What follows belongs to an exercise in optimizing a design on an open flow for small area, a short achievable clock period and few clock cycles per item; a production flow would make more cautious choices.
RTL that was checked went through simulation tests only; none was proved equivalent to the original.
Only the layout flow was run in runs 4 and 5; the RTL was not checked for function there.
No activity file was given, so power comes from the tool's default toggle rates.

### run.sh
#!/bin/bash
# synth_recipe.tcl (not shown) runs the flow's synth.tcl, then flattens the netlist and writes it again
# the make line also repeats each setting of config.mk as NAME=value (left out here)
make -C /OpenROAD-flow-scripts/flow DESIGN_CONFIG=/design/flow/config.mk WORK_HOME=/design/flow/orfs CLKGATE_MAP_FILE= SYNTH_SCRIPT=/design/flow/synth_recipe.tcl finish
### config.mk
export PLATFORM = sky130hd
export DESIGN_NAME = header_parser
export DESIGN_NICKNAME = header_parser
export VERILOG_FILES = /design/flow/design.v
export SDC_FILE = /design/flow/constraint.sdc
export NUM_CORES = 4
export LEC_CHECK = 0
export CAP_MARGIN = 20
export CORE_MARGIN = 2
export CORE_UTILIZATION = 25
export PLACE_DENSITY = 0.5
export SLEW_MARGIN = 20
### constraint.sdc
create_clock -name core_clock -period 5.0 [get_ports {clk}]
set_input_delay 1.0000 -clock core_clock [delete_from_list [all_inputs] [get_ports {clk}]]
set_output_delay 1.0000 -clock core_clock [all_outputs]
set_load 0.01 [all_outputs]
### design.v
module cycle_counter (
    input  logic        clk,
    input  logic        load,
    input  logic        inc,
    output logic [31:0] cycle_count
);
    always_ff @(posedge clk) begin
        if (load)     cycle_count <= 32'd2;
        else if (inc) cycle_count <= cycle_count + 32'd1;
    end
endmodule
module filter_config (
    input  logic        clk,         
    input  logic        rst_n,       
    input  logic        cfg_we,      
    input  logic [3:0]  cfg_waddr,   
    input  logic [31:0] cfg_wdata,   
    input  logic [3:0]  cfg_raddr,   
    output logic [31:0] cfg_rdata,   
    output logic [47:0] local_mac,       
    output logic [15:0] ethertype,       
    output logic [7:0]  ip_protocol,     
    output logic [31:0] ip_base,         
    output logic [31:0] ip_mask,         
    output logic [15:0] udp_dst_port     
);
    logic [31:0] mac_lo;     
    logic [15:0] mac_hi;     
    always_ff @(posedge clk or negedge rst_n) begin
        if (!rst_n) begin
            mac_lo         <= 32'hDEADBEEF;   
            mac_hi         <= 16'hCAFE;       
            ethertype      <= 16'h0800;       
            ip_protocol    <= 8'h11;          
            ip_base        <= 32'h0A000100;   
            ip_mask        <= 32'hFFFFFFFC;   
            udp_dst_port   <= 16'd25565;      
        end else if (cfg_we) begin
            case (cfg_waddr)
                4'h0: mac_lo         <= cfg_wdata;            
                4'h1: mac_hi         <= cfg_wdata[15:0];      
                4'h2: ethertype      <= cfg_wdata[15:0];      
                4'h3: ip_protocol    <= cfg_wdata[7:0];       
                4'h4: ip_base        <= cfg_wdata;            
                4'h5: ip_mask        <= cfg_wdata;            
                4'h6: udp_dst_port   <= cfg_wdata[15:0];      
                default: ;                                    
            endcase
        end
    end
    always_comb begin
        case (cfg_raddr)
            4'h0: cfg_rdata = mac_lo;                         
            4'h1: cfg_rdata = {16'h0, mac_hi};               
            4'h2: cfg_rdata = {16'h0, ethertype};            
            4'h3: cfg_rdata = {24'h0, ip_protocol};          
            4'h4: cfg_rdata = ip_base;                       
            4'h5: cfg_rdata = ip_mask;                       
            4'h6: cfg_rdata = {16'h0, udp_dst_port};         
            default: cfg_rdata = 32'hDEADBEEF;               
        endcase
    end
    assign local_mac = {mac_hi, mac_lo};
endmodule
module filter_core(
    input  logic         clk,
    input  logic         rst_n,
    input  logic [255:0] data,
    input  logic         cfg_we,
    input  logic [3:0]   cfg_waddr,
    input  logic [31:0]  cfg_wdata,
    input  logic [3:0]   cfg_raddr,
    output logic [31:0]  cfg_rdata,
    output logic         beat0_ok,
    output logic         beat1_ok
);
    logic [47:0] cfg_local_mac;
    logic [15:0] cfg_ethertype;
    logic [7:0]  cfg_ip_protocol;
    logic [31:0] cfg_ip_base;
    logic [31:0] cfg_ip_mask;
    logic [15:0] cfg_dest_port;
    filter_config my_configuration (
        .clk,
        .rst_n,
        .cfg_we,
        .cfg_waddr,
        .cfg_wdata,
        .cfg_raddr,
        .cfg_rdata,
        .local_mac(cfg_local_mac),
        .ethertype(cfg_ethertype),
        .ip_protocol(cfg_ip_protocol),
        .ip_base(cfg_ip_base),
        .ip_mask(cfg_ip_mask),
        .udp_dst_port(cfg_dest_port)
    );
    assign beat0_ok = (data[47:0]    == cfg_local_mac) &&                     
                      (data[111:96]  == cfg_ethertype) &&                     
                      (data[119:112] == 8'h54) &&                             
                      (data[191:184] == cfg_ip_protocol) &&                   
                      ((data[255:240] & cfg_ip_mask[15:0]) == cfg_ip_base[15:0]);  
    assign beat1_ok = ((data[15:0] & cfg_ip_mask[31:16]) == cfg_ip_base[31:16]) &&  
                      (data[47:32] == cfg_dest_port);                              
endmodule
module header_parser (
    input  logic         clk,
    input  logic         rst_n,
    input  logic  [0:255]  in_data,
    input  logic  [31:0]   in_keep,
    input  logic           in_valid,
    input  logic           in_last,
    output logic  [0:255]  out_data,
    output logic  [0:31]   out_keep,
    output logic           out_valid,
    output logic           out_last,
    output logic           timestamp_valid,
    output logic  [31:0]   timestamp,
    input  logic           out_ready,
    output logic           in_ready,
    input  logic           cfg_we,
    input  logic  [3:0]    cfg_waddr,
    input  logic  [31:0]   cfg_wdata,
    input  logic  [3:0]    cfg_raddr,
    output logic  [31:0]   cfg_rdata
);
    localparam [31:0] HEADER_KEEP = 32'h0000_03FF;    
    typedef enum logic [1:0] {
        IDLE,     
        HDR1,     
        STREAM,   
        DROP      
    } parse_state;
    parse_state state;
    logic [255:0] d;
    assign d = in_data;
    logic beat0_ok, beat1_ok;
    filter_core my_filter_core (
        .clk,
        .rst_n,
        .data(d),
        .cfg_we,
        .cfg_waddr,
        .cfg_wdata,
        .cfg_raddr,
        .cfg_rdata,
        .beat0_ok,
        .beat1_ok
    );
    logic in_accept;
    assign in_accept = in_valid && in_ready;
    assign in_ready  = out_ready || (state == IDLE) || (state == DROP);
    assign out_valid = in_valid && ((state == STREAM) || (state == HDR1 && beat1_ok && !in_last));
    assign out_data  = in_data;
    assign out_keep  = (state == HDR1) ? (in_keep & ~HEADER_KEEP) : in_keep;
    assign out_last  = in_last;
    always_ff @(posedge clk or negedge rst_n) begin
        if (!rst_n) begin
            state           <= IDLE;
            timestamp_valid <= 1'b0;
        end else begin
            timestamp_valid <= in_accept && in_last && (state == STREAM);
            if (in_accept) begin
                if (in_last)
                    state <= IDLE;
                else case (state)
                    IDLE:    state <= beat0_ok ? HDR1 : DROP;
                    HDR1:    state <= beat1_ok ? STREAM : DROP;
                    default: ;
                endcase
            end
        end
    end
    cycle_counter timestamper (
        .clk,
        .load(in_accept && state == IDLE),
        .inc(state != IDLE && !(in_accept && in_last)),
        .cycle_count(timestamp)
    );
endmodule
==> results of run 1 <==
[registers in the layout (all words and copies together) (netlist names)]
name / cells
state: 2
my_filter_core.my_configuration.ethertype: 16
my_filter_core.my_configuration.mac_lo: 32
my_filter_core.my_configuration.ip_protocol: 8
my_filter_core.my_configuration.ip_base: 32
my_filter_core.my_configuration.mac_hi: 16
timestamper.cycle_count: 32
my_filter_core.my_configuration.udp_dst_port: 16
timestamp_valid: 1
my_filter_core.my_configuration.ip_mask: 32
[final timing paths]
path,from,to,depth (start not counted),slack [ns]
max in group asynchronous,rst_n,my_filter_core.my_configuration.ip_mask[18]$_DFFE_PN1P_,2,3.35
min,timestamper.cycle_count[28]$_SDFFE_PP0P_,timestamper.cycle_count[28]$_SDFFE_PP0P_,1,0.52
min in group asynchronous,rst_n,my_filter_core.my_configuration.ip_base[9]$_DFFE_PN0P_,1,0.70
min reg2reg,timestamper.cycle_count[28]$_SDFFE_PP0P_,timestamper.cycle_count[28]$_SDFFE_PP0P_,1,0.52
max reg2reg,my_filter_core.my_configuration.mac_lo[26]$_DFFE_PN1P_,state[1]$_DFFE_PN0P_,6,2.39
max,in_data[208],out_valid,9,0.27
[cell families after synthesis]
family	count (synthesis)	share of synthesized area
adders and majority gates	1	0.00104
xor gates and xnor gates	94	0.0687
and+or+nand+nor	249	0.113
DFF	187	0.386
buffers and inverters	350	0.199
muxes	152	0.143
AOI/OAI and AO/OA	144	0.0904
[power by group through the flow]
stage | Combinational (uW) | Sequential (uW) | Clock, uW
6_report | 1400 | 2290 | 1560
5_1_grt | 1480 | 2330 | 1640
4_1_cts | 1410 | 2280 | 1580
3_5_place_dp | 1390 | 2310 | 0
3_3_place_gp | 1380 | 2300 | 0
2_1_floorplan | 918 | 2170 | 0
[per-layer routing]
metal  share of wire  up-vias
li1                -     4012
met1            0.35     4733
met2            0.46      703
met3            0.17       72
met4           0.020        8
met5          0.0020        -
[metrics by stage]
step	utilization	total power, uW	instance area [um2]	setup TNS (ns)	setup slack, ns
2_1_floorplan	-	3090	12000	0	1.85
3_3_place_gp	0.298	3680	14100	-0.167	-0.167
6_report	0.312	5250	14800	0	0.267
3_5_place_dp	0.298	3700	14100	-0.137	-0.137
4_1_cts	0.312	5270	14800	0	0.0224
5_1_grt	0.312	5440	14800	0	0.121
[placed cells by master (no fill, tap or decap), types with 4 or more instances in the layout]
master,n
sky130_fd_sc_hd__clkdlybuf4s50_1,324
sky130_fd_sc_hd__mux2_2,142
sky130_fd_sc_hd__dfstp_2,81
sky130_fd_sc_hd__dfrtp_1,74
sky130_fd_sc_hd__xor2_1,58
sky130_fd_sc_hd__nand2_1,55
sky130_fd_sc_hd__a22oi_1,44
sky130_fd_sc_hd__inv_1,36
sky130_fd_sc_hd__xnor2_1,36
sky130_fd_sc_hd__nand3_1,36
sky130_fd_sc_hd__buf_4,36
sky130_fd_sc_hd__nor2_1,32
sky130_fd_sc_hd__dfxtp_1,32
sky130_fd_sc_hd__nand4_1,31
sky130_fd_sc_hd__clkbuf_16,20
sky130_fd_sc_hd__nand2b_1,18
sky130_fd_sc_hd__a221oi_1,12
sky130_fd_sc_hd__a21oi_1,12
sky130_fd_sc_hd__nor4_1,11
sky130_fd_sc_hd__and3_1,11
sky130_fd_sc_hd__o21ai_0,11
sky130_fd_sc_hd__and2_1,11
sky130_fd_sc_hd__a22o_1,10
sky130_fd_sc_hd__o2111ai_1,9
sky130_fd_sc_hd__o22ai_1,9
sky130_fd_sc_hd__mux2_1,8
sky130_fd_sc_hd__a2111oi_0,6
sky130_fd_sc_hd__a222oi_1,6
sky130_fd_sc_hd__nor3_1,5
sky130_fd_sc_hd__or3_1,5
sky130_fd_sc_hd__o2bb2ai_1,4
sky130_fd_sc_hd__and4_1,4
sky130_fd_sc_hd__nor4_2,4
sky130_fd_sc_hd__a21o_1,4
sky130_fd_sc_hd__a21boi_0,4
sky130_fd_sc_hd__and3b_1,4
sky130_fd_sc_hd__clkbuf_8,4
sky130_fd_sc_hd__buf_12,4
[layout make-up]
| class | instances | share of cell area |
|---|---|---|
| clock buffer | 24 | 0.0374 |
| clock inverter | 8 | 0.00810 |
| inverter | 36 | 0.00911 |
| multi-input combinational | 640 | 0.339 |
| sequential | 187 | 0.311 |
| tap | 615 | 0.0519 |
| timing repair buffer | 365 | 0.243 |
==> Flow_metrics.wiki, run 1 <==
{| class="wikitable"
! Metric !! Value
|-
| Result of the run || timing/DRC/antenna clean
|-
| Number of flops mapped to enable cells by yosys || 0
|-
| Count of vias placed by the detailed router || about 9500
|-
| Critical path type || in -> out
|-
| Layout Area Growth over Synthesis || 23.8%
|-
| Global routing's busiest layer || met2
|-
| Clock tree from TritonCTS || done
|-
| Synth Instances || approximately 1200
|-
| Full die area || between 40000 and 50000 um2
|-
| Sequential area share after synthesis || 0.386
|-
| Final period demand of the worst path || 4.73 ns
|-
| Drt total wl || roughly 64000 um
|-
| Peak clock frequency supported by timing || between 200 and 250 MHz
|-
| Clock Power Share || 0.298
|-
| Kind of path behind the tightest hold check || reg -> reg
|-
| Post-CTS clock slew at the launch and capture registers of the worst setup and hold paths || roughly 0.07 ns
|-
| FILL cells || ~5000
|-
| Antenna violations before repair || 4
|-
| Number of hold buffers added after cts || 0
|-
| Total power per unit cell area || between 300 and 400 nW/um2
|-
| First-pass GRT wire length || roughly 85000 um
|-
| Final worst hold slack || just over 0.5 ns
|-
| Cell with the biggest individual delay on the critical path || sky130_fd_sc_hd__clkdlybuf4s50_1
|-
| Setup repair after global routing missed its margin || no
|-
| Multi-input logic area || just over 5000 um2
|-
| IR drop worst, VDD || approximately 0.26 mV
|-
| Number of hold-slack violations in the final timing report || 0
|-
| Number of ports placed on the die boundary || around 700
|-
| Required time of the critical path || approximately 4.0 ns
|-
| Met1 Resource Use GR || 0.264
|-
| Share of total power consumed by net switching || 0.315
|-
| Top cell type's share of synthesized area || 0.178
|-
| Largest cells by area after synthesis || sky130_fd_sc_hd__dfstp_2 18%, sky130_fd_sc_hd__buf_4 17%, sky130_fd_sc_hd__dfrtp_1 15%
|-
| Clock insertion delay at the later pin of the skew report || around 0.45 ns
|-
| Transition time of the tightest slew-check pin || ~1.0 ns
|-
| Final Setup Violations || 0
|-
| H-tree depth || 4
|-
| Yosys warning count || 3
|-
| Vias in the first global route || ~9600
|-
| Post-route clock skew || approximately 0.0063 ns
|-
| Most common cell in the netlist || sky130_fd_sc_hd__buf_4
|-
| Maximum fanout encountered on the critical timing path || 2
|-
| Average footprint of a synthesized cell || around 10 um2
|-
| Logic pwr share || 0.266
|-
| Number of buffers added by the clock tree synthesis step || 17
|-
| Number of rows in the core area || 80
|-
| Leading area contributor after synthesis || sky130_fd_sc_hd__dfstp_2
|-
| Worst setup EP type || output port
|-
| Number of input and output port buffers inserted || 325
|-
| Sequential Area || roughly 4600 um2
|-
| DRT Pass-1 Iters || 5
|-
| Arrival time worst endpoint || around 3.7 ns
|-
| Routability cong. || between 0.9 and 1
|-
| Number of register bits inferred by synthesis || ~190
|-
| Distinct cell type count after synthesis || 60
|-
| Met2 GRT Util || 0.403
|-
| Total placed cells including tap cells || approximately 1800
|-
| Share of post-route cells with drive strength above 1 || 0.249
|-
| Maximum root-to-sink buffer count || 2
|-
| Main flop type after synthesis || sky130_fd_sc_hd__dfstp_2
|-
| Delay of the slowest critical-path stage || around 0.60 ns
|-
| MaxCap Viol Count || 0
|-
| Register share of total power || 0.436
|-
| GRT overflow || 0
|-
| Switching component of the power || 1650 uW
|-
| Ordered cell list for the critical path || clkdlybuf4s50_1 -> xor2_1 -> nor4_2 -> buf_4 -> nand3_1 -> nor4_2 -> nand2_1 -> a21boi_1 -> clkdlybuf4s50_1
|-
| Clock Sinks || 187
|-
| Maximum number of pins on one net before global-route repair || 106
|-
| Fin crit share || 0.947
|-
| Crit path launch type || input port
|-
| Antenna violation net count after detailed routing || 0
|-
| Average wire length per cell after detail routing || 34.3 um
|-
| Core footprint || approximately 48000 um2
|-
| Top cells by instance count after synthesis || 279 x sky130_fd_sc_hd__buf_4, 142 x sky130_fd_sc_hd__mux2_2, 81 x sky130_fd_sc_hd__dfstp_2, 74 x sky130_fd_sc_hd__dfrtp_1, 58 x sky130_fd_sc_hd__xor2_1
|-
| Clock root buffer || sky130_fd_sc_hd__clkbuf_16
|-
| Top delay family on crit path || buffers and inverters
|-
| Ys async rst share || 0.829
|-
| Total leakage power || approximately 0.0057 uW
|-
| Count of buffers added by post-CTS timing repair for setup || 0
|-
| Met3 GRT Util || 0.177
|-
| Net count after synthesis || 1512
|-
| Number of remaining DRC errors || 0
|-
| Die Wd || 223 um
|-
| Internal power consumption || 3600 uW
|-
| Number of buffers and inverters on the critical path || 3
|-
| Via density per instance || between 5 and 6
|-
| Starting density of the core || 0.252
|-
| Remaining max-slew budget at the tightest pin || 0.308
|-
| Number of nets in the finished design || around 1600
|-
| Global-route usage over all layers || 0.250
|-
| Non-filler instance count after layout || 1875
|-
| Post-Syn Area || roughly 12000 um2
|-
| DPL Wire Length || around 53000 um
|-
| Number of DRC markers after the initial detailed-route iteration || ~740
|-
| Total of cells resized after clock tree synthesis || 1
|-
| Chip Height || 223 um
|-
| Count of inserted antenna diode cells || 0
|-
| Count of final max-slew check failures || 0
|}
Testbench counts, summed over its fixed seeds: cycles 26,111, packets 2,400.
==> run 2: changes to the inputs <==
--- a/config.mk
+++ b/config.mk
@@ -9,4 +9,5 @@
 export CORE_MARGIN = 2
 export CORE_UTILIZATION = 25
 export PLACE_DENSITY = 0.5
+export SETUP_SLACK_MARGIN = 2.0
 export SLEW_MARGIN = 20
==> Flow_metrics.wiki, run 2 <==
{| class="wikitable"
! Metric !! Value
|-
| Remaining max-slew budget at the tightest pin || 0.469 (+0.161)
|-
| Number of rows in the core area || 80 (unchanged)
|-
| Via density per instance || 5.14 (+1.2%)
|-
| Ordered cell list for the critical path || buf_2 -> xor2_1 -> nor4_4 -> nand3_2 -> nor4_4 -> nand2_1 -> a21boi_2 -> buf_2
|-
| Average footprint of a synthesized cell || 10.2 um2 (unchanged)
|-
| Fin crit share || 0.730 (-0.217)
|-
| Vias in the first global route || 10100 (+5.4%)
|-
| Count of vias placed by the detailed router || 10100 (+6.1%)
|-
| Number of cell instances on the worst register-to-register path || 6 (unchanged)
|-
| Net count after synthesis || 1512 (unchanged)
|-
| Layout Area Growth over Synthesis || 36.1%
|-
| Maximum root-to-sink buffer count || 2 (unchanged)
|-
| Final period demand of the worst path || 3.65 ns (-1.09 ns)
|-
| Average wire length per cell after detail routing || 35.5 um (+3.7%)
|-
| Synth Instances || 1177 (unchanged)
|-
| Leading area contributor after synthesis || sky130_fd_sc_hd__dfstp_2
|-
| Starting density of the core || 0.252 (unchanged)
|-
| Number of flops mapped to enable cells by yosys || 0 (unchanged)
|-
| Maximum number of pins on one net before global-route repair || 80 (-25%)
|-
| Arrival time worst endpoint || 2.65 ns (-1.08 ns)
|-
| Number of DRC markers after the initial detailed-route iteration || 934 (+27%)
|-
| DRT Pass-1 Iters || 5 (unchanged)
|-
| Number of hold buffers added after cts || 0 (unchanged)
|-
| Worst setup EP type || output port
|-
| Number of buffers added by the clock tree synthesis step || 17 (unchanged)
|-
| Adder-cell area share of the yosys netlist || 0.00104 (unchanged)
|-
| Required time of the critical path || 4.00 ns (about the same)
|-
| Final Setup Violations || 0 (unchanged)
|-
| Kind of path behind the tightest hold check || reg -> reg
|-
| Post-Syn Area || 12000 um2 (unchanged)
|-
| Sequential area share after synthesis || 0.386 (unchanged)
|-
| Transition time of the tightest slew-check pin || 0.796 ns (-0.241 ns)
|-
| Dominant combinational cell family by area after synthesis || buffers and inverters
|-
| Delay of the slowest critical-path stage || 0.34 ns (-0.26 ns)
|-
| Peak clock frequency supported by timing || 274 MHz (+30%)
|-
| Most common cell in the netlist || sky130_fd_sc_hd__buf_4
|-
| Number of buffers and inverters on the critical path || 2 (-1)
|-
| H-tree depth || 4 (unchanged)
|-
| Count of final max-slew check failures || 0 (unchanged)
|-
| Complex-gate fraction of the synthesized area || 0.0904 (unchanged)
|-
| Number of hold-slack violations in the final timing report || 0 (unchanged)
|-
| Top cells by instance count after synthesis || 279 x sky130_fd_sc_hd__buf_4, 142 x sky130_fd_sc_hd__mux2_2, 81 x sky130_fd_sc_hd__dfstp_2, 74 x sky130_fd_sc_hd__dfrtp_1, 58 x sky130_fd_sc_hd__xor2_1
|-
| Distinct cell type count after synthesis || 60 (unchanged)
|-
| Antenna violation net count after detailed routing || 0 (unchanged)
|-
| IR drop worst, VDD || 0.187 mV (-29%)
|-
| Most common cell after layout, fill and taps aside || sky130_fd_sc_hd__clkdlybuf4s50_1
|-
| Amount of wire on met3 after detailed routing || 12900 um (+21%)
|-
| MaxCap Viol Count || 0 (unchanged)
|-
| Setup repair after global routing missed its margin || yes
|-
| Share of cell area taken by muxes after synthesis || 0.143 (unchanged)
|-
| Chip Height || 223 um (unchanged)
|-
| Number of ports placed on the die boundary || 690 (unchanged)
|-
| Number of nets in the finished design || 1670 (+5.6%)
|-
| Total leakage power || 0.00666 uW (+17%)
|-
| Crit path launch type || input port
|-
| Post-route clock skew || 0.00797 ns (+0.00171 ns)
|-
| Maximum fanout encountered on the critical timing path || 3 (+1)
|-
| Post-route met1 wirelength || 23100 um (+3.1%)
|-
| Yosys warning count || 3 (unchanged)
|-
| GRT overflow || 0 (unchanged)
|-
| Clock insertion delay at the later pin of the skew report || 0.44 ns (about the same)
|-
| Routability cong. || 0.980 (+7.9%)
|-
| Post-Synth Simple-Gate Area || 0.113 (unchanged)
|-
| Antenna violations before repair || 5 (+1)
|-
| Total power draw || 5230 uW (-0.41%)
|-
| Die Wd || 223 um (unchanged)
|-
| Drt total wl || 69900 um (+8.7%)
|-
| Main flop type after synthesis || sky130_fd_sc_hd__dfstp_2
|-
| Clock Sinks || 187 (unchanged)
|-
| Clock tree from TritonCTS || done
|-
| Global-route usage over all layers || 0.271 (+0.0213)
|-
| Wire length on met2 || 31400 um (+5.6%)
|-
| Xor-xnor portion of the synthesized cell area || 0.0687 (unchanged)
|-
| Number of register bits inferred by synthesis || 187 (unchanged)
|-
| Number of input and output port buffers inserted || 325 (unchanged)
|-
| Cell with the biggest individual delay on the critical path || sky130_fd_sc_hd__nor4_4
|-
| Total power per unit cell area || 321 nW/um2 (-9.4%)
|-
| Total negative slack || 0 ns (unchanged)
|-
| First-pass GRT wire length || 91200 um (+7.8%)
|-
| Worst hold stages || 2 (+1)
|-
| Critical path type || in -> out
|-
| Clock root buffer || sky130_fd_sc_hd__clkbuf_16
|-
| Top sig layer || met5
|-
| Result of the run || timing/DRC/antenna clean
|-
| Core footprint || 47500 um2 (unchanged)
|-
| Full die area || 49700 um2 (unchanged)
|-
| Largest cells by area after synthesis || sky130_fd_sc_hd__dfstp_2 18%, sky130_fd_sc_hd__buf_4 17%, sky130_fd_sc_hd__dfrtp_1 15%
|-
| Top cell type's share of synthesized area || 0.178 (unchanged)
|-
| DPL Wire Length || 53800 um (+2.1%)
|-
| CP Depth || 8 (-1)
|-
| Number of remaining DRC errors || 0 (unchanged)
|-
| Top delay family on crit path || simple AND/OR/NAND/NOR gates
|-
| Share of post-route cells with drive strength above 1 || 0.406 (+0.157)
|-
| Commonest cells after routing, fill and taps aside || 176 x sky130_fd_sc_hd__clkdlybuf4s50_1, 142 x sky130_fd_sc_hd__mux2_2, 81 x sky130_fd_sc_hd__dfstp_2, 76 x sky130_fd_sc_hd__dlygate4sd2_1, 73 x sky130_fd_sc_hd__dfrtp_1
|-
| Ys async rst share || 0.829 (unchanged)
|-
| Post-CTS clock slew at the launch and capture registers of the worst setup and hold paths || 0.07 ns (about the same)
|}
run 2: cell counts after synthesis:
Identical to the previous run, type by type.
run 2: cells by family after synthesis:
group                      after synthesis
DFF                                    187
xor gates and xnor gates                94
buffers and inverters                  350
adders and majority gates                1
muxes                                  152
and+or+nand+nor                        249
AOI/OAI and AO/OA                      144
run 2: area by class of cell:
class                           instances  area [um2]
Antenna cell                            3        7.51
Clock buffer                           27         536
Clock inverter                          5        55.1
Fill cell                            4724       31200
Inverter                               36         135
Multi-Input combinational cell        640        5620
Sequential cell                       187        4620
Tap cell                              615         769
Timing Repair Buffer                  453        4570
run 2: path summary, 6_finish.rpt:
kind,slack (ns),end,startpoint
max in group asynchronous,3.27,state[1]$_DFFE_PN0P_,rst_n
worst max-delay path,1.35,out_valid,in_data[217]
min in group asynchronous,0.63,my_filter_core.my_configuration.ethertype[10]$_DFFE_PN0P_,rst_n
worst max register to register,2.61,state[1]$_DFFE_PN0P_,my_filter_core.my_configuration.mac_lo[9]$_DFFE_PN1P_
worst min-delay path,0.51,timestamper.cycle_count[6]$_SDFFE_PP0P_,timestamper.cycle_count[6]$_SDFFE_PP0P_
worst min register to register,0.51,timestamper.cycle_count[6]$_SDFFE_PP0P_,timestamper.cycle_count[6]$_SDFFE_PP0P_
run 2: repair_timing:
| action | in CTS | in global routing |
|---|---|---|
| endpoints found under the setup margin | 143 | 38 |
| buffers inserted | 65 | 23 |
| pin swaps | 63 | 54 |
| gates resized for setup | 502 | 55 |
| gates cloned | 9 | 1 |
run 2: metrics by stage:
stage	cells	setup WS (ns)	instance area, um2	utilization	hold WS, ns
after floorplan	1177	2.00	12000	-	0.502
final	1966	1.35	16300	0.343	0.509
after global placement	1833	0.127	14100	0.296	0.481
after global routing	1963	1.23	16300	0.343	0.542
after detailed placement	1833	0.130	14100	0.296	0.497
after CTS	1939	1.37	15900	0.334	0.510
run 2: report_power, final:
part | total [uW] | switching, uW | internal [uW]
Clock | 1400 | 614 | 788
Sequential | 2330 | 390 | 1940
Combinational | 1500 | 738 | 765
Total | 5230 | 1740 | 3490
run 2: worst min-delay path, cell delays in order, from the launching register on:
cell and delay [ns]:
sky130_fd_sc_hd__dfxtp_1 0.33, sky130_fd_sc_hd__o21ai_0 0.07, sky130_fd_sc_hd__a21oi_1 0.06
run 2: metal layers:
layer  global-route usage  up-vias
met5               0.0596        -
met4               0.0749       12
met3                0.209      111
met2                0.426      833
met1                0.277     4971
li1                     -     4185
==> run 3: changes to the inputs <==
--- a/config.mk
+++ b/config.mk
@@ -5,9 +5,10 @@
 export SDC_FILE = /design/flow/constraint.sdc
 export NUM_CORES = 4
 export LEC_CHECK = 0
+export ABC_CLOCK_PERIOD_IN_PS = 2500
 export CAP_MARGIN = 20
 export CORE_MARGIN = 2
-export CORE_UTILIZATION = 25
-export PLACE_DENSITY = 0.5
+export CORE_UTILIZATION = 50
+export PLACE_DENSITY = 0.7
 export SETUP_SLACK_MARGIN = 2.0
 export SLEW_MARGIN = 20
==> Flow_metrics.wiki, run 3 <==
{| class="wikitable"
! Metric !! Value
|-
| Top cells by instance count after synthesis || 279 x sky130_fd_sc_hd__buf_4, 142 x sky130_fd_sc_hd__mux2_2, 81 x sky130_fd_sc_hd__dfstp_2, 74 x sky130_fd_sc_hd__dfrtp_1, 58 x sky130_fd_sc_hd__xor2_1
|-
| Synth Instances || 1177 (unchanged)
|-
| Average footprint of a synthesized cell || 10.2 um2 (unchanged)
|-
| Distinct cell type count after synthesis || 60 (unchanged)
|-
| Die Wd || 159 um (-29%)
|-
| Most common cell in the netlist || sky130_fd_sc_hd__buf_4
|-
| Main flop type after synthesis || sky130_fd_sc_hd__dfstp_2
|-
| Number of rows in the core area || 56 (-30%)
|-
| Starting density of the core || 0.511 (+0.258)
|-
| Largest cells by area after synthesis || sky130_fd_sc_hd__dfstp_2 18%, sky130_fd_sc_hd__buf_4 17%, sky130_fd_sc_hd__dfrtp_1 15%
|-
| Result of the run || stopped before the end
|-
| Number of flops mapped to enable cells by yosys || 0 (unchanged)
|-
| Yosys warning count || 3 (unchanged)
|-
| Top cell type's share of synthesized area || 0.178 (unchanged)
|-
| Net count after synthesis || 1512 (unchanged)
|-
| Ys async rst share || 0.829 (unchanged)
|-
| Stage at which the flow ended || I/O pin placement
|-
| Chip Height || 159 um (-29%)
|-
| Post-Syn Area || 12000 um2 (unchanged)
|-
| First error || [ERROR PPL-0024] Number of IO pins (690) exceeds maximum number of available positions (568). Increase the die perimeter from 635.22um to 938.40um.
|-
| Leading area contributor after synthesis || sky130_fd_sc_hd__dfstp_2
|-
| Sequential area share after synthesis || 0.386 (unchanged)
|-
| Number of register bits inferred by synthesis || 187 (unchanged)
|}
run 3: cell counts after synthesis:
Identical to the previous run, type by type.
run 3: logic make-up after synthesis:
| family | share of synthesized area |
|---|---|
| multiplexers | 0.143 |
| buffers and inverters | 0.199 |
| adder cells (fa/ha/maj) | 0.00104 |
| flip-flops | 0.386 |
| AO/OA/AOI/OAI | 0.0904 |
| XOR/XNOR | 0.0687 |
| AND/OR/NAND/NOR | 0.113 |
==> run 4: changes to the inputs <==
--- a/design.v
+++ b/design.v
@@ -149,8 +149,11 @@
     );
     logic in_accept;
     assign in_accept = in_valid && in_ready;
-    assign in_ready  = out_ready || (state == IDLE) || (state == DROP);
-    assign out_valid = in_valid && ((state == STREAM) || (state == HDR1 && beat1_ok && !in_last));
+    logic b1_chk, b1_pass;
+    assign in_ready  = (state == IDLE) || (state == DROP) ||
+                       (state == STREAM && out_ready) ||
+                       (state == HDR1 && b1_chk && (out_ready || !b1_pass));
+    assign out_valid = in_valid && ((state == STREAM) || (state == HDR1 && b1_chk && b1_pass));
     assign out_data  = in_data;
     assign out_keep  = (state == HDR1) ? (in_keep & ~HEADER_KEEP) : in_keep;
     assign out_last  = in_last;
@@ -158,18 +161,24 @@
         if (!rst_n) begin
             state           <= IDLE;
             timestamp_valid <= 1'b0;
+            b1_chk          <= 1'b0;
         end else begin
             timestamp_valid <= in_accept && in_last && (state == STREAM);
+            b1_chk          <= (state == HDR1) && in_valid && !in_accept;
             if (in_accept) begin
                 if (in_last)
                     state <= IDLE;
                 else case (state)
                     IDLE:    state <= beat0_ok ? HDR1 : DROP;
-                    HDR1:    state <= beat1_ok ? STREAM : DROP;
+                    HDR1:    state <= b1_pass ? STREAM : DROP;
                     default: ;
                 endcase
             end
         end
+    end
+    always_ff @(posedge clk) begin
+        if (state == HDR1 && in_valid)
+            b1_pass <= beat1_ok && !in_last;
     end
     cycle_counter timestamper (
         .clk,
==> config.mk (replaced) <==
export PLATFORM = sky130hd
export DESIGN_NAME = header_parser
export DESIGN_NICKNAME = header_parser
export VERILOG_FILES = /design/flow/design.v
export SDC_FILE = /design/flow/constraint.sdc
export NUM_CORES = 4
export LEC_CHECK = 0
export CAP_MARGIN = 20
export CORE_MARGIN = 2
export CORE_UTILIZATION = 25
export PLACE_DENSITY = 0.5
export SETUP_SLACK_MARGIN = 2.5
export SLEW_MARGIN = 20
==> Flow_metrics.wiki, run 4 <==
{| class="wikitable"
! Metric !! Value
|-
| Result of the run || timing/DRC/antenna clean
|-
| MaxCap Viol Count || 0
|-
| Number of hold-slack violations in the final timing report || 0
|-
| Number of buffers added by the clock tree synthesis step || 17
|-
| Cell Area, Placed || about 14000 um2
|-
| Sequential area share after synthesis || 0.385 (-0.000830)
|-
| Full die area || roughly 50000 um2
|-
| Commonest cells after routing, fill and taps aside || 149 x sky130_fd_sc_hd__mux2_2, 81 x sky130_fd_sc_hd__dfstp_2, 74 x sky130_fd_sc_hd__dfrtp_1, 71 x sky130_fd_sc_hd__buf_6, 67 x sky130_fd_sc_hd__buf_2
|-
| Antenna violations before repair || 5
|-
| Fin crit share || 0.684
|-
| Leading area contributor after synthesis || sky130_fd_sc_hd__dfstp_2
|-
| Total power per unit cell area || roughly 370 nW/um2
|-
| Yosys warning count || 3 (unchanged)
|-
| Kind of path behind the tightest hold check || reg -> reg
|-
| Top cell type's share of synthesized area || 0.175 (-0.00247)
|-
| Via density per instance || 5.11
|-
| Clock tree from TritonCTS || done
|-
| Count of vias placed by the detailed router || approximately 10000
|-
| Setup repair after global routing missed its margin || yes
|-
| Post-route cell area || between 15000 and 20000 um2
|-
| Starting density of the core || 0.254 (-0.257)
|-
| Number of ports placed on the die boundary || between 600 and 700
|-
| Count of final max-slew check failures || 0
|-
| Final worst hold slack || between 0.5 and 0.6 ns
|-
| DRT Pass-1 Iters || 7
|-
| Layout Area Growth over Synthesis || 36.3%
|-
| Drt total wl || 70600 um
|-
| Number of DRC markers after the initial detailed-route iteration || 854
|-
| Register share of total power || 0.398
|-
| Vias in the first global route || 10100
|-
| Post-route clock skew || 0.00890 ns
|-
| Transition time of the tightest slew-check pin || between 0.9 and 1 ns
|-
| Arrival time worst endpoint || 2.42 ns
|-
| Crit path launch type || input port
|-
| Synth Instances || 1192 (+1.3%)
|-
| Number of register bits inferred by synthesis || 189 (+1.1%)
|-
| Share of post-route cells with drive strength above 1 || 0.530
|-
| Die Wd || 224 um (+41%)
|-
| Switching component of the power || approximately 2200 uW
|-
| First-pass GRT wire length || 91500 um
|-
| Largest cells by area after synthesis || sky130_fd_sc_hd__dfstp_2 18%, sky130_fd_sc_hd__buf_4 17%, sky130_fd_sc_hd__dfrtp_1 15%
|-
| DPL Wire Length || 55900 um
|-
| H-tree depth || 4
|-
| Chip Height || 224 um (+41%)
|-
| Remaining max-slew budget at the tightest pin || 0.353
|-
| Internal power consumption || 3900 uW
|-
| Number of rows in the core area || 80 (+43%)
|-
| Clock Sinks || between 150 and 200
|-
| Post-CTS clock slew at the launch and capture registers of the worst setup and hold paths || 0.07 ns
|-
| Maximum fanout encountered on the critical timing path || 5
|-
| Antenna violation net count after detailed routing || 0
|-
| Clock root buffer || sky130_fd_sc_hd__clkbuf_16
|-
| Number of nets in the finished design || between 1500 and 2000
|-
| Core footprint || ~48000 um2
|-
| Logic pwr share || 0.362
|-
| Top cells by instance count after synthesis || 279 x sky130_fd_sc_hd__buf_4, 149 x sky130_fd_sc_hd__mux2_2, 81 x sky130_fd_sc_hd__dfstp_2, 75 x sky130_fd_sc_hd__dfrtp_1, 73 x sky130_fd_sc_hd__nand2_1
|-
| Global-route usage over all layers || 0.270
|-
| Clock Power Share || 0.240
|-
| Worst setup EP type || output port
|-
| Final Setup Violations || 0
|-
| Number of remaining DRC errors || 0
|-
| Average wire length per cell after detail routing || 35.7 um
|-
| Most common cell in the netlist || sky130_fd_sc_hd__buf_4
|-
| Most common cell after layout, fill and taps aside || sky130_fd_sc_hd__mux2_2
|-
| Maximum number of pins on one net before global-route repair || 96
|-
| Number of cell instances on the worst register-to-register path || 12
|-
| FILL cells || ~5000
|-
| Peak clock frequency supported by timing || approximately 290 MHz
|-
| Final period demand of the worst path || between 3 and 4 ns
|-
| Worst hold stages || 1
|-
| Required time of the critical path || 4.00 ns
|-
| Average footprint of a synthesized cell || 10.2 um2 (+0.13%)
|-
| Distinct cell type count after synthesis || 60 (unchanged)
|-
| Number of flops mapped to enable cells by yosys || 1 (+1)
|-
| Number of input and output port buffers inserted || roughly 330
|-
| Ys async rst share || 0.825 (-0.00348)
|-
| Net count after synthesis || 1530 (+1.2%)
|-
| Critical path type || in -> out
|-
| IR drop worst, VDD || 0.255 mV
|-
| Total leakage power || ~0.007 uW
|-
| GRT overflow || 0
|-
| Clock insertion delay at the later pin of the skew report || between 0.4 and 0.5 ns
|-
| Share of total power consumed by net switching || 0.355
|-
| Total negative slack || 0 ns
|-
| Routability cong. || around 0.90
|-
| Final core occ || 0.346
|-
| Main flop type after synthesis || sky130_fd_sc_hd__dfstp_2
|-
| Total power draw || between 6000 and 7000 uW
|-
| Maximum root-to-sink buffer count || 2
|-
| Post-Syn Area || 12200 um2 (+1.4%)
|}
==> run 4: area by class of cell <==
class	instances	area, um2	share of cell area
multi-input cells	655	5870	0.355
diodes	1	2.50	0.000151
well taps	615	769	0.0465
repair buffers	449	4480	0.270
clock buffers	22	464	0.0280
clock inverters	10	136	0.00824
inverters	37	141	0.00854
flip-flops and latches	189	4700	0.284
==> run 4: final timing paths <==
| kind | start | endpoint | slack, ns |
|---|---|---|---|
| worst max-delay path | cfg_raddr[1] | cfg_rdata[2] | 1.58 |
| worst min-delay path | timestamper.cycle_count[0]$_SDFFE_PP0P_ | timestamper.cycle_count[0]$_SDFFE_PP0P_ | 0.51 |
| worst max register to register | state[0]$_DFFE_PN0P_ | timestamper.cycle_count[31]$_SDFFE_PP0P_ | 2.36 |
| worst min register to register | timestamper.cycle_count[0]$_SDFFE_PP0P_ | timestamper.cycle_count[0]$_SDFFE_PP0P_ | 0.51 |
| max in group asynchronous | rst_n | my_filter_core.my_configuration.ip_mask[3]$_DFFE_PN1P_ | 3.48 |
| min in group asynchronous | rst_n | my_filter_core.my_configuration.ethertype[9]$_DFFE_PN0P_ | 0.64 |
==> run 4: timing repair <==
| item | in CTS | in global routing |
|---|---|---|
| gates cloned | 4 | 1 |
| pin swaps | 43 | 51 |
| setup buffers | 83 | 21 |
| setup endpoints to repair | 270 | 128 |
| gates resized for setup | 988 | 87 |
| hold buffers | 0 | 0 |
==> run 4: cells by family after synthesis <==
| group | Yosys count | share of synthesized area |
|---|---|---|
| and+or+nand+nor | 263 | 0.117 |
| muxes | 151 | 0.140 |
| adders and majority gates | 4 | 0.00412 |
| xor gates and xnor gates | 116 | 0.0836 |
| AOI/OAI and AO/OA | 120 | 0.0758 |
| buffers and inverters | 349 | 0.195 |
| DFF | 189 | 0.385 |
==> run 4: critical path, cell delays in order <==
cell and delay [ns]:
sky130_fd_sc_hd__buf_12 0.09, sky130_fd_sc_hd__nand2b_4 0.15, sky130_fd_sc_hd__nor2_4 0.05, sky130_fd_sc_hd__buf_12 0.12, sky130_fd_sc_hd__buf_16 0.13, sky130_fd_sc_hd__buf_8 0.14, sky130_fd_sc_hd__buf_6 0.12, sky130_fd_sc_hd__buf_6 0.12
sky130_fd_sc_hd__a221oi_2 0.21, sky130_fd_sc_hd__nand4_1 0.11, sky130_fd_sc_hd__buf_4 0.17
==> run 4: metrics by stage <==
stage,setup WS (ns),std cells
finish,1.58,1978
CTS,1.57,1955
global route,1.54,1977
floorplan,2.15,1192
global placement,0.522,1836
detailed placement,0.473,1836
==> run 4: power by group through the flow <==
stage	clock [uW]	sequential [uW]	combinational, uW
2_1_floorplan	0	2260	1100
3_3_place_gp	0	2390	1770
3_5_place_dp	0	2390	1780
4_1_cts	1470	2390	2090
5_1_grt	1530	2450	2300
6_report	1450	2410	2190
==> run 4: layer usage <==
metal | GRT usage | wire [um]
met4 | 0.0662 | 1690
met2 | 0.407 | 31000
met5 | 0.0254 | 220
met1 | 0.294 | 25300
met3 | 0.207 | 12400
==> run 5: changes to the inputs <==
--- a/config.mk
+++ b/config.mk
@@ -9,5 +9,5 @@
 export CORE_MARGIN = 2
 export CORE_UTILIZATION = 25
 export PLACE_DENSITY = 0.5
-export SETUP_SLACK_MARGIN = 2.5
+export SETUP_SLACK_MARGIN = 3.0
 export SLEW_MARGIN = 20
==> Flow_metrics.wiki, run 5 <==
{| class="wikitable"
! Metric !! Value
|-
| Maximum root-to-sink buffer count || 2 (unchanged)
|-
| Total power per unit cell area || 344 nW/um2 (-5.8%)
|-
| Leading area contributor after synthesis || sky130_fd_sc_hd__dfstp_2
|-
| H-tree depth || 4 (unchanged)
|-
| First-pass GRT wire length || 87600 um (-4.2%)
|-
| Global-route usage over all layers || 0.251 (-0.0180)
|-
| Final WS setup || 1.77 ns (+0.189 ns)
|-
| Number of register bits inferred by synthesis || 189 (unchanged)
|-
| Core footprint || 47800 um2 (unchanged)
|-
| Post-CTS clock slew at the launch and capture registers of the worst setup and hold paths || 0.07 ns (about the same)
|-
| Number of cell instances on the worst register-to-register path || 11 (-1)
|-
| GRT overflow || 0 (unchanged)
|-
| Setup repair after global routing missed its margin || yes
|-
| Critical path type || in -> out
|-
| Number of hold-slack violations in the final timing report || 0 (unchanged)
|-
| Total leakage power || 0.00825 uW (+19%)
|-
| Yosys warning count || 3 (unchanged)
|-
| Number of ports placed on the die boundary || 690 (unchanged)
|-
| Final period demand of the worst path || 3.23 ns (-0.189 ns)
|-
| Average wire length per cell after detail routing || 31.4 um (-12%)
|-
| Average footprint of a synthesized cell || 10.2 um2 (unchanged)
|-
| Antenna violation net count after detailed routing || 0 (unchanged)
|-
| Number of nets in the finished design || 1797 (+6.5%)
|-
| Clock Sinks || 189 (unchanged)
|-
| Synth Instances || 1192 (unchanged)
|-
| DPL Wire Length || 48600 um (-13%)
|-
| Number of rows in the core area || 80 (unchanged)
|-
| Vias in the first global route || 10600 (+4.9%)
|-
| Number of buffers added by the clock tree synthesis step || 17 (unchanged)
|-
| Number of DRC markers after the initial detailed-route iteration || 702 (-18%)
|-
| Net count after synthesis || 1530 (unchanged)
|-
| Ys async rst share || 0.825 (unchanged)
|-
| Post-route clock skew || 0.00686 ns (-0.00204 ns)
|-
| Number of flops mapped to enable cells by yosys || 1 (unchanged)
|-
| Final core occ || 0.397 (+0.0508)
|-
| Multi-input logic area || 6560 um2 (+12%)
|-
| Number of input and output port buffers inserted || 325 (unchanged)
|-
| Distinct cell type count after synthesis || 60 (unchanged)
|-
| Crit path launch type || input port
|-
| Count of final max-slew check failures || 0 (unchanged)
|-
| DRT Pass-1 Iters || 5 (-2)
|-
| Post-Syn Area || 12200 um2 (unchanged)
|-
| Number of remaining DRC errors || 0 (unchanged)
|-
| Worst hold stages || 1 (unchanged)
|-
| Count of vias placed by the detailed router || 10500 (+3.9%)
|-
| Top cell type's share of synthesized area || 0.175 (unchanged)
|-
| Die Wd || 224 um (unchanged)
|-
| Largest cells by area after synthesis || sky130_fd_sc_hd__dfstp_2 18%, sky130_fd_sc_hd__buf_4 17%, sky130_fd_sc_hd__dfrtp_1 15%
|-
| Setup WS pre-CTS || 0.522 ns (+0.0489 ns)
|-
| Full die area || 50400 um2 (unchanged)
|-
| IR drop worst, VDD || 0.213 mV (-16%)
|-
| Starting density of the core || 0.254 (unchanged)
|-
| Clock tree from TritonCTS || done
|-
| Via density per instance || 5.03 (-1.6%)
|-
| Share of post-route cells with drive strength above 1 || 0.675 (+0.144)
|-
| Drt total wl || 65600 um (-7.0%)
|-
| Maximum fanout encountered on the critical timing path || 6 (+1)
|-
| Final Setup Violations || 0 (unchanged)
|-
| Top cells by instance count after synthesis || 279 x sky130_fd_sc_hd__buf_4, 149 x sky130_fd_sc_hd__mux2_2, 81 x sky130_fd_sc_hd__dfstp_2, 75 x sky130_fd_sc_hd__dfrtp_1, 73 x sky130_fd_sc_hd__nand2_1
|-
| Antenna violations before repair || 5 (unchanged)
|-
| Sequential Area || 4760 um2 (+1.4%)
|-
| Sequential area share after synthesis || 0.385 (unchanged)
|-
| Arrival time worst endpoint || 2.23 ns (-0.19 ns)
|-
| Peak clock frequency supported by timing || 309 MHz (+5.9%)
|-
| Number of hold buffers added after cts || 0 (unchanged)
|-
| Layout Area Growth over Synthesis || 56.3%
|-
| Total negative slack || 0 ns (unchanged)
|-
| Routability cong. || 0.854 (-4.6%)
|-
| Fin crit share || 0.647 (-0.0379)
|-
| Final worst hold slack || 0.479 ns (-0.0271 ns)
|-
| Remaining max-slew budget at the tightest pin || 0.458 (+0.105)
|-
| Required time of the critical path || 4.00 ns (about the same)
|-
| Chip Height || 224 um (unchanged)
|-
| Clock root buffer || sky130_fd_sc_hd__clkbuf_16
|-
| Clock insertion delay at the later pin of the skew report || 0.46 ns (about the same)
|-
| Most common cell after layout, fill and taps aside || sky130_fd_sc_hd__buf_6
|-
| Transition time of the tightest slew-check pin || 0.812 ns (-0.150 ns)
|-
| Kind of path behind the tightest hold check || reg -> reg
|-
| Maximum number of pins on one net before global-route repair || 79 (-18%)
|-
| Commonest cells after routing, fill and taps aside || 181 x sky130_fd_sc_hd__buf_6, 168 x sky130_fd_sc_hd__buf_4, 100 x sky130_fd_sc_hd__mux2_2, 81 x sky130_fd_sc_hd__dfstp_2, 80 x sky130_fd_sc_hd__buf_8
|-
| Result of the run || timing/DRC/antenna clean
|-
| Most common cell in the netlist || sky130_fd_sc_hd__buf_4
|-
| FILL cells || 4572 (-5.9%)
|-
| Total power draw || 6540 uW (+8.0%)
|-
| Worst setup EP type || output port
|-
| MaxCap Viol Count || 0 (unchanged)
|-
| Main flop type after synthesis || sky130_fd_sc_hd__dfstp_2
|}
[run 5: cell counts after synthesis]
No cell type changed its count.
[run 5: cells by family after synthesis]
| kind of cell | count (synthesis) | synth area share |
|---|---|---|
| xor gates and xnor gates | 116 | 0.0836 |
| muxes | 151 | 0.140 |
| AOI/OAI and AO/OA | 120 | 0.0758 |
| buffers and inverters | 349 | 0.195 |
| and+or+nand+nor | 263 | 0.117 |
| DFF | 189 | 0.385 |
| adders and majority gates | 4 | 0.00412 |
[run 5: through the flow]
step	cells	cell area (um2)
floorplan	1192	14100
global placement	1840	14800
detailed placement	1840	14800
CTS	2026	18200
global route	2087	19000
finish	2089	19000
[run 5: timing repair]
item / CTS / global route
resized for setup: 1807 / 64
buffers inserted: 146 / 60
pin swaps: 90 / 56
setup endpoints to repair: 544 / 407
cloned: 8 / 1
[run 5: worst max-delay path, stage by stage]
cell and delay (ns):
sky130_fd_sc_hd__buf_12 0.11, sky130_fd_sc_hd__nor4_4 0.27, sky130_fd_sc_hd__buf_6 0.19, sky130_fd_sc_hd__buf_12 0.16
sky130_fd_sc_hd__buf_6 0.11, sky130_fd_sc_hd__a22oi_2 0.06, sky130_fd_sc_hd__nand4_1 0.16, sky130_fd_sc_hd__buf_2 0.18
[run 5: area by class of cell]
class,count,share of cell area
Clock buffer,21,0.0254
Tap cell,615,0.0405
Clock inverter,11,0.00850
Antenna cell,2,0.000264
Multi-Input combinational cell,656,0.345
Inverter,37,0.00744
Sequential cell,189,0.251
Timing Repair Buffer,558,0.322
[run 5: metal layers]
layer | track usage | up-vias | part of all wire
li1 | - | 4419 | -
met5 | 0.0332 | - | 0.0037
met2 | 0.401 | 691 | 0.46
met4 | 0.0769 | 10 | 0.030
met3 | 0.146 | 117 | 0.14
met1 | 0.280 | 5264 | 0.36
[run 5: worst paths after layout]
kind,from,endpoint,slack [ns]
worst max-delay path,cfg_raddr[2],cfg_rdata[10],1.77
worst min-delay path,timestamper.cycle_count[0]$_SDFFE_PP0P_,timestamper.cycle_count[0]$_SDFFE_PP0P_,0.48
max in group asynchronous,rst_n,my_filter_core.my_configuration.ethertype[8]$_DFFE_PN0P_,3.37
worst max register to register,state[1]$_DFFE_PN0P_,timestamper.cycle_count[22]$_SDFFE_PP0P_,2.31
min in group asynchronous,rst_n,my_filter_core.my_configuration.ip_mask[1]$_DFFE_PN0P_,0.53
worst min register to register,timestamper.cycle_count[0]$_SDFFE_PP0P_,timestamper.cycle_count[0]$_SDFFE_PP0P_,0.48
[run 5: power by group]
group          switching (uW)  internal (uW)  leakage (uW)  total (uW)
clock network             640            891      0.000318        1530
registers                 432           1990       0.00206        2420
logic                    1190           1390       0.00587        2580
==> run 6: changes to the inputs <==
--- a/design.v
+++ b/design.v
@@ -1,12 +1,11 @@
 module cycle_counter (
     input  logic        clk,
     input  logic        load,
-    input  logic        inc,
     output logic [31:0] cycle_count
 );
     always_ff @(posedge clk) begin
-        if (load)     cycle_count <= 32'd2;
-        else if (inc) cycle_count <= cycle_count + 32'd1;
+        if (load) cycle_count <= 32'd1;
+        else      cycle_count <= cycle_count + 32'd1;
     end
 endmodule
 module filter_config (
@@ -125,13 +124,16 @@
     output logic  [31:0]   cfg_rdata
 );
     localparam [31:0] HEADER_KEEP = 32'h0000_03FF;    
-    typedef enum logic [1:0] {
+    typedef enum logic [2:0] {
         IDLE,     
         HDR1,     
+        HDR1_OK,  
+        HDR1_NG,  
         STREAM,   
         DROP      
     } parse_state;
-    parse_state state;
+    parse_state state, state_next;
+    logic free, pass, b1;
     logic [255:0] d;
     assign d = in_data;
     logic beat0_ok, beat1_ok;
@@ -149,41 +151,39 @@
     );
     logic in_accept;
     assign in_accept = in_valid && in_ready;
-    logic b1_chk, b1_pass;
-    assign in_ready  = (state == IDLE) || (state == DROP) ||
-                       (state == STREAM && out_ready) ||
-                       (state == HDR1 && b1_chk && (out_ready || !b1_pass));
-    assign out_valid = in_valid && ((state == STREAM) || (state == HDR1 && b1_chk && b1_pass));
+    assign in_ready  = free || (pass && out_ready);
+    assign out_valid = in_valid && pass;
     assign out_data  = in_data;
-    assign out_keep  = (state == HDR1) ? (in_keep & ~HEADER_KEEP) : in_keep;
+    assign out_keep  = b1 ? (in_keep & ~HEADER_KEEP) : in_keep;
     assign out_last  = in_last;
+    always_comb begin
+        state_next = state;
+        case (state)
+            IDLE:    if (in_accept) state_next = in_last ? IDLE : (beat0_ok ? HDR1 : DROP);
+            HDR1:    if (in_valid)  state_next = (beat1_ok && !in_last) ? HDR1_OK : HDR1_NG;
+            HDR1_OK: if (in_accept) state_next = STREAM;    
+            HDR1_NG: if (in_accept) state_next = in_last ? IDLE : DROP;
+            default: if (in_accept && in_last) state_next = IDLE;
+        endcase
+    end
     always_ff @(posedge clk or negedge rst_n) begin
         if (!rst_n) begin
             state           <= IDLE;
+            free            <= 1'b1;
+            pass            <= 1'b0;
+            b1              <= 1'b0;
             timestamp_valid <= 1'b0;
-            b1_chk          <= 1'b0;
         end else begin
+            state           <= state_next;
+            free            <= (state_next == IDLE) || (state_next == HDR1_NG) || (state_next == DROP);
+            pass            <= (state_next == HDR1_OK) || (state_next == STREAM);
+            b1              <= (state_next == HDR1_OK);
             timestamp_valid <= in_accept && in_last && (state == STREAM);
-            b1_chk          <= (state == HDR1) && in_valid && !in_accept;
-            if (in_accept) begin
-                if (in_last)
-                    state <= IDLE;
-                else case (state)
-                    IDLE:    state <= beat0_ok ? HDR1 : DROP;
-                    HDR1:    state <= b1_pass ? STREAM : DROP;
-                    default: ;
-                endcase
-            end
         end
-    end
-    always_ff @(posedge clk) begin
-        if (state == HDR1 && in_valid)
-            b1_pass <= beat1_ok && !in_last;
     end
     cycle_counter timestamper (
         .clk,
         .load(in_accept && state == IDLE),
-        .inc(state != IDLE && !(in_accept && in_last)),
         .cycle_count(timestamp)
     );
 endmodule
--- a/config.mk
+++ b/config.mk
@@ -9,5 +9,5 @@
 export CORE_MARGIN = 2
 export CORE_UTILIZATION = 25
 export PLACE_DENSITY = 0.5
-export SETUP_SLACK_MARGIN = 3.0
+export SETUP_SLACK_MARGIN = 2.5
 export SLEW_MARGIN = 20
==> Flow_metrics.wiki, run 6 <==
{| class="wikitable"
! Metric !! Value
|-
| Most common cell in the netlist || sky130_fd_sc_hd__buf_4
|-
| DPL Wire Length || 52300 um (+7.5%)
|-
| Critical path capture point || cfg_rdata[3]
|-
| Logic pwr share || 0.326 (-0.069)
|-
| Number of hold buffers added after cts || 0 (unchanged)
|-
| Ys async rst share || 0.832 (+0.00706)
|-
| Total leakage power || 0.00629 uW (-24%)
|-
| Top cell type's share of synthesized area || 0.181 (+0.00589)
|-
| Clock Power Share || 0.233 (about the same)
|-
| Number of register bits inferred by synthesis || 191 (+1.1%)
|-
| Synth Instances || 1144 (-4.0%)
|-
| Number of cell instances on the worst register-to-register path || 6 (-5)
|-
| Clock tree from TritonCTS || done
|-
| Launch instance of the worst register-to-register path || timestamper.cycle_count[2]$_SDFF_PP0_
|-
| Global-route usage over all layers || 0.252 (+0.000416)
|-
| Clock insertion delay at the later pin of the skew report || 0.46 ns (about the same)
|-
| Number of flops mapped to enable cells by yosys || 0 (-1)
|-
| Yosys warning count || 3 (unchanged)
|-
| Number of DRC markers after the initial detailed-route iteration || 536 (-24%)
|-
| Net count after synthesis || 1479 (-3.3%)
|-
| Peak clock frequency supported by timing || 300 MHz (-3.1%)
|-
| Critical Path Source || cfg_raddr[2]
|-
| Layout Area Growth over Synthesis || 28.6%
|-
| Number of input and output port buffers inserted || 325 (unchanged)
|-
| Share of post-route cells with drive strength above 1 || 0.513 (-0.162)
|-
| Largest cells by area after synthesis || sky130_fd_sc_hd__dfstp_2 18%, sky130_fd_sc_hd__buf_4 18%, sky130_fd_sc_hd__dfrtp_1 16%
|-
| Remaining max-slew budget at the tightest pin || 0.330 (-0.128)
|-
| Fin crit share || 0.668 (+0.0210)
|-
| Transition time of the tightest slew-check pin || 1.00 ns (+0.192 ns)
|-
| Worst setup EP type || output port
|-
| Most common cell after layout, fill and taps aside || sky130_fd_sc_hd__mux2_2
|-
| Clock root buffer || sky130_fd_sc_hd__clkbuf_16
|-
| Non-filler instance count after layout || 1859 (-11%)
|-
| Count of vias placed by the detailed router || 9184 (-13%)
|-
| Reg2Reg Capture Point || timestamper.cycle_count[26]$_SDFF_PP0_
|-
| MaxCap Viol Count || 0 (unchanged)
|-
| Number of buffers added by the clock tree synthesis step || 17 (unchanged)
|-
| Core footprint || 46800 um2 (-2.3%)
|-
| Result of the run || timing/DRC/antenna clean
|-
| Kind of path behind the tightest hold check || reg -> reg
|-
| Required time of the critical path || 4.00 ns (about the same)
|-
| Share of total power consumed by net switching || 0.365 (+0.0191)
|-
| Average wire length per cell after detail routing || 34.5 um (+9.7%)
|-
| Post-Syn Area || 11900 um2 (-2.1%)
|-
| Commonest cells after routing, fill and taps aside || 152 x sky130_fd_sc_hd__mux2_2, 86 x sky130_fd_sc_hd__clkdlybuf4s15_2, 82 x sky130_fd_sc_hd__dfstp_2, 79 x sky130_fd_sc_hd__buf_2, 76 x sky130_fd_sc_hd__dfrtp_1
|-
| Number of rows in the core area || 79 (-1.3%)
|-
| Sequential area share after synthesis || 0.397 (+0.0120)
|-
| Switching component of the power || 2200 uW (-2.7%)
|-
| Number of nets in the finished design || 1572 (-13%)
|-
| Launch point of the worst hold path || timestamper.cycle_count[0]$_SDFF_PP1_
|-
| Setup repair after global routing missed its margin || yes
|-
| Final worst hold slack || 0.465 ns (-0.0143 ns)
|-
| Main flop type after synthesis || sky130_fd_sc_hd__dfstp_2
|-
| Maximum number of pins on one net before global-route repair || 104 (+32%)
|-
| Final core occ || 0.327 (-0.0697)
|-
| Leading area contributor after synthesis || sky130_fd_sc_hd__dfstp_2
|-
| IR drop worst, VDD || 0.261 mV (+22%)
|-
| H-tree depth || 4 (unchanged)
|-
| Antenna violations before repair || 7 (+2)
|-
| Drt total wl || 64100 um (-2.4%)
|-
| Crit path launch type || input port
|-
| Internal power consumption || 3830 uW (-11%)
|-
| Full die area || 49400 um2 (-2.0%)
|-
| Arrival time worst endpoint || 2.34 ns (+0.11 ns)
|-
| Post-route clock skew || 0.0150 ns (+0.00815 ns)
|-
| GRT overflow || 0 (unchanged)
|-
| Clock Sinks || 191 (+1.1%)
|-
| Number of hold-slack violations in the final timing report || 0 (unchanged)
|-
| Top cells by instance count after synthesis || 279 x sky130_fd_sc_hd__buf_4, 152 x sky130_fd_sc_hd__mux2_2, 83 x sky130_fd_sc_hd__xor2_1, 82 x sky130_fd_sc_hd__dfstp_2, 77 x sky130_fd_sc_hd__dfrtp_1
|-
| Antenna violation net count after detailed routing || 0 (unchanged)
|-
| First-pass GRT wire length || 84300 um (-3.8%)
|-
| R2R setup slack || 2.64 ns (+0.33 ns)
|-
| Final period demand of the worst path || 3.34 ns (+0.105 ns)
|-
| Register share of total power || 0.442 (+0.071)
|-
| Number of remaining DRC errors || 0 (unchanged)
|-
| Post-CTS clock slew at the launch and capture registers of the worst setup and hold paths || 0.07 ns (about the same)
|-
| Total negative slack || 0 ns (unchanged)
|-
| Total power per unit cell area || 394 nW/um2 (+14%)
|-
| Count of final max-slew check failures || 0 (unchanged)
|-
| Final Setup Violations || 0 (unchanged)
|-
| Number of ports placed on the die boundary || 690 (unchanged)
|-
| Distinct cell type count after synthesis || 52 (-13%)
|-
| Critical path type || in -> out
|-
| Average footprint of a synthesized cell || 10.4 um2 (+2.1%)
|-
| Total placed cells including tap cells || 1789 (-2.8%)
|-
| Via density per instance || 4.94 (-1.7%)
|-
| Starting density of the core || 0.255 (+0.000581)
|-
| Vias in the first global route || 9428 (-11%)
|-
| Die Wd || 222 um (-1.0%)
|-
| DRT Pass-1 Iters || 5 (unchanged)
|-
| Chip Height || 222 um (-1.0%)
|-
| Maximum fanout encountered on the critical timing path || 7 (+1)
|-
| Maximum root-to-sink buffer count || 2 (unchanged)
|-
| Routability cong. || 0.878 (+2.9%)
|}
[run 6: how the worst min path moves through the flow]
stage                                                  to  cells after the start
floorplan           timestamper.cycle_count[0]$_SDFF_PP1_                      1
global placement    timestamper.cycle_count[0]$_SDFF_PP1_                      1
detailed placement  timestamper.cycle_count[0]$_SDFF_PP1_                      1
CTS                 timestamper.cycle_count[0]$_SDFF_PP1_                      1
global route        timestamper.cycle_count[0]$_SDFF_PP1_                      1
finish              timestamper.cycle_count[0]$_SDFF_PP1_                      1
[run 6: kinds of logic after synthesis]
kind of cell | share of synthesized area
XOR/XNOR | 0.0993
flip-flops | 0.397
AO/OA/AOI/OAI | 0.0660
adder cells (fa/ha/maj) | 0.00105
buffers and inverters | 0.188
AND/OR/NAND/NOR | 0.105
multiplexers | 0.144
[run 6: repair_timing]
action / in CTS / in global routing
setup endpoints to repair: 225 / 81
pin swaps: 75 / 34
buffers inserted: 21 / 11
cloned: 3 / 1
gates resized for setup: 934 / 88
hold endpoints to repair: 0 / 0
[run 6: worst max-delay path, cell delays in order]
cell                       delay [ns]
sky130_fd_sc_hd__buf_8           0.10
sky130_fd_sc_hd__buf_6           0.11
sky130_fd_sc_hd__nor4_4          0.27
sky130_fd_sc_hd__buf_6           0.21
sky130_fd_sc_hd__buf_12          0.12
sky130_fd_sc_hd__buf_16          0.12
sky130_fd_sc_hd__a221oi_2        0.06
sky130_fd_sc_hd__nand4_1         0.16
sky130_fd_sc_hd__buf_2           0.17
[run 6: metrics by stage]
step / setup slack (ns) / power, uW / instance area (um2)
after floorplan: 2.14 / 3600 / 12100
after global placement: 0.674 / 4570 / 14100
after detailed placement: 0.660 / 4590 / 14100
after global routing: 1.63 / 6330 / 15300
final: 1.66 / 6030 / 15300
after CTS: 1.68 / 6040 / 15200
[run 6: power groups by stage]
stage | clock network (uW) | registers (uW) | logic [uW]
2_1_floorplan | 0 | 2520 | 1070
3_3_place_gp | 0 | 2640 | 1940
3_5_place_dp | 0 | 2640 | 1950
4_1_cts | 1430 | 2650 | 1970
5_1_grt | 1500 | 2730 | 2100
6_report | 1400 | 2660 | 1960
[run 6: layer usage]
layer	track usage	up-vias	wire length [um]
li1	-	3912	-
met1	0.259	4557	22200
met3	0.194	93	11000
met2	0.395	610	29000
met4	0.0711	12	1640
met5	0.0215	-	197
[run 6: area by class of cell]
class | instances | area (um2)
flip-flops and latches | 191 | 4730
multi-input cells | 635 | 5660
clock buffers | 24 | 526
repair buffers | 385 | 3540
clock inverters | 8 | 62.6
fillers | 4779 | 31500
diodes | 2 | 5.00
inverters | 7 | 26.3
well taps | 607 | 759
Testbench counts of run 6, summed over its fixed seeds: cycles 28,240, packets 2,400.
==> run 7: changes to the inputs <==
==> flow/run.sh (new file) <==
#!/bin/bash
cp standard.sh standard_sh.txt
export BUFFER_PORTS_ARGS="-buffer_cell sky130_fd_sc_hd__buf_1"
bash standard.sh > standard.log 2>&1
==> standard.sh (new file) <==
#!/bin/bash
# synth_recipe.tcl (not shown) runs the flow's synth.tcl, then flattens the netlist and writes it again
# the make line also repeats each setting of config.mk as NAME=value (left out here)
make -C /OpenROAD-flow-scripts/flow DESIGN_CONFIG=/design/flow/config.mk WORK_HOME=/design/flow/orfs CLKGATE_MAP_FILE= SYNTH_SCRIPT=/design/flow/synth_recipe.tcl "${@:-finish}"
removed: run.sh
==> Flow_metrics.wiki, run 7 <==
{| class="wikitable"
! Metric !! Value
|-
| Maximum root-to-sink buffer count || 2 (unchanged)
|-
| Number of hold-slack violations in the final timing report || 0 (unchanged)
|-
| Net count after synthesis || 1479 (unchanged)
|-
| Met3 GRT Util || 0.191 (-0.00278)
|-
| Clock tree from TritonCTS || done
|-
| R2R setup slack || 2.63 ns (about the same)
|-
| Routability cong. || 0.885 (+0.72%)
|-
| Launch instance of the worst register-to-register path || timestamper.cycle_count[2]$_SDFF_PP0_
|-
| Antenna violations before repair || 4 (-3)
|-
| Share of post-route cells with drive strength above 1 || 0.378 (-0.135)
|-
| Top delay family on crit path || compound AO/OA/AOI/OAI gates
|-
| Count of vias placed by the detailed router || 9248 (+0.70%)
|-
| DRT Pass-1 Iters || 5 (unchanged)
|-
| Maximum number of pins on one net before global-route repair || 88 (-15%)
|-
| Sequential area share after synthesis || 0.397 (unchanged)
|-
| Share of total power consumed by net switching || 0.374 (+0.00941)
|-
| Total placed cells including tap cells || 1780 (-0.50%)
|-
| Number of hold buffers added after cts || 0 (unchanged)
|-
| Number of ports placed on the die boundary || 690 (unchanged)
|-
| Non-filler instance count after layout || 1864 (+0.27%)
|-
| DPL Wire Length || 51500 um (-1.4%)
|-
| Largest cells by area after synthesis || sky130_fd_sc_hd__dfstp_2 18%, sky130_fd_sc_hd__buf_4 18%, sky130_fd_sc_hd__dfrtp_1 16%
|-
| Number of nets in the finished design || 1579 (+0.45%)
|-
| Endpoint of the worst hold path || timestamper.cycle_count[0]$_SDFF_PP1_
|-
| Register share of total power || 0.453 (+0.011)
|-
| Count of inserted antenna diode cells || 0 (-2)
|-
| Leading area contributor after synthesis || sky130_fd_sc_hd__dfstp_2
|-
| Final Setup Violations || 0 (unchanged)
|-
| Total negative slack || 0 ns (unchanged)
|-
| FILL cells || 4906 (+2.7%)
|-
| Launch point of the worst hold path || timestamper.cycle_count[0]$_SDFF_PP1_
|-
| Result of the run || timing/DRC/antenna clean
|-
| Peak clock frequency supported by timing || 295 MHz (-1.7%)
|-
| Ordered cell list for the critical path || buf_12 -> nand2b_4 -> nor3_4 -> buf_12 -> buf_16 -> a222oi_1 -> inv_1 -> buf_2
|}
-- run 7: worst max-delay path by stage --
stage | start | end | slack (ns) | depth (start not counted)
floorplan | cfg_raddr[0] | cfg_rdata[0] | 2.14 | 6
global placement | cfg_raddr[2] | cfg_rdata[13] | 1.13 | 7
detailed placement | cfg_raddr[2] | cfg_rdata[13] | 1.10 | 7
CTS | cfg_raddr[3] | cfg_rdata[29] | 1.67 | 8
global route | cfg_raddr[3] | cfg_rdata[13] | 1.58 | 7
finish | cfg_raddr[3] | cfg_rdata[29] | 1.60 | 8
-- run 7: final cells by class --
| type | instances | area (um2) | area share |
|---|---|---|---|
| Clock inverter | 11 | 114 | 0.00830 |
| Timing Repair Buffer | 392 | 2280 | 0.166 |
| Sequential cell | 191 | 4720 | 0.344 |
| Tap cell | 607 | 759 | 0.0554 |
| Inverter | 7 | 26.3 | 0.00192 |
| Clock buffer | 21 | 493 | 0.0360 |
| Multi-Input combinational cell | 635 | 5320 | 0.388 |
-- run 7: timing repair --
item | 4_1_cts | 5_1_grt
gates resized for setup | 120 | 70
pin swaps | 30 | 30
endpoints found under the setup margin | 101 | 44
gates cloned | 2 | 4
buffers inserted | 21 | 25
-- run 7: kinds of logic after synthesis --
logic type / Yosys count / share of synthesized area
buf+inv: 318 / 0.188
simple gates: 241 / 0.105
flops: 191 / 0.397
mux: 152 / 0.144
xor+xnor: 135 / 0.0993
compound gates: 106 / 0.0660
fa+ha+maj: 1 / 0.00105
-- run 7: layer usage --
layer | share of wire | up-vias
met3 | 0.18 | 99
met1 | 0.34 | 4589
met2 | 0.46 | 634
met4 | 0.027 | 6
li1 | - | 3920
met5 | 0.0021 | -
-- run 7: power by group through the flow --
stage | logic [uW] | registers, uW | clock network (uW)
global route | 1850 | 2680 | 1530
detailed placement | 1610 | 2630 | 0
floorplan | 1070 | 2520 | 0
finish | 1730 | 2630 | 1450
global placement | 1600 | 2620 | 0
CTS | 1700 | 2610 | 1480
-- run 7: worst reg2reg max path: cells and delay by family (launching register included) --
family / cells / cell delay [ns]
flip-flops: 1 / 0.49
AND/OR/NAND/NOR: 5 / 1.67
AO/OA/AOI/OAI: 1 / 0.15
-- run 7: metrics by stage --
step	cell area, um2	hold WS, ns	utilization	setup WS, ns	total power, uW
3_3_place_gp	12000	0.469	0.256	1.13	4210
3_5_place_dp	12000	0.470	0.256	1.10	4240
5_1_grt	13700	0.517	0.293	1.58	6060
2_1_floorplan	12100	0.466	-	2.14	3600
6_report	13700	0.485	0.293	1.60	5800
4_1_cts	13200	0.490	0.283	1.67	5780

## separate check: timing with driven ports
The flow's constraints put no driver on any port. The routed layouts listed below were extracted and timed again, unchanged, in two steps.
Step 1: set_driving_cell puts a clkbuf_16 on clk and a buf_2 on each other input, an assumption about the parent block.
Step 2, shift: input delay + t, output delay - t, t = (earliest + latest rising clock arrival at the registers) / 2. This alone moves slack from input paths to output paths.
a / b / c = no drivers / after step 1 / after step 2; a / b = the first two.
run	t (ns)	slack for setup (ns)
run 1	0.493	0.267 / 0.218 / 0.218
run 2	0.491	1.352 / 1.329 / 1.329
run 4	0.508	1.578 / 1.497 / 1.497
run 5	0.505	1.767 / 1.707 / 1.707
run 6	0.506	1.662 / 1.604 / 1.604
run 7	0.504	1.605 / 1.527 / 1.527
After both steps setup and hold are still met in every run listed.
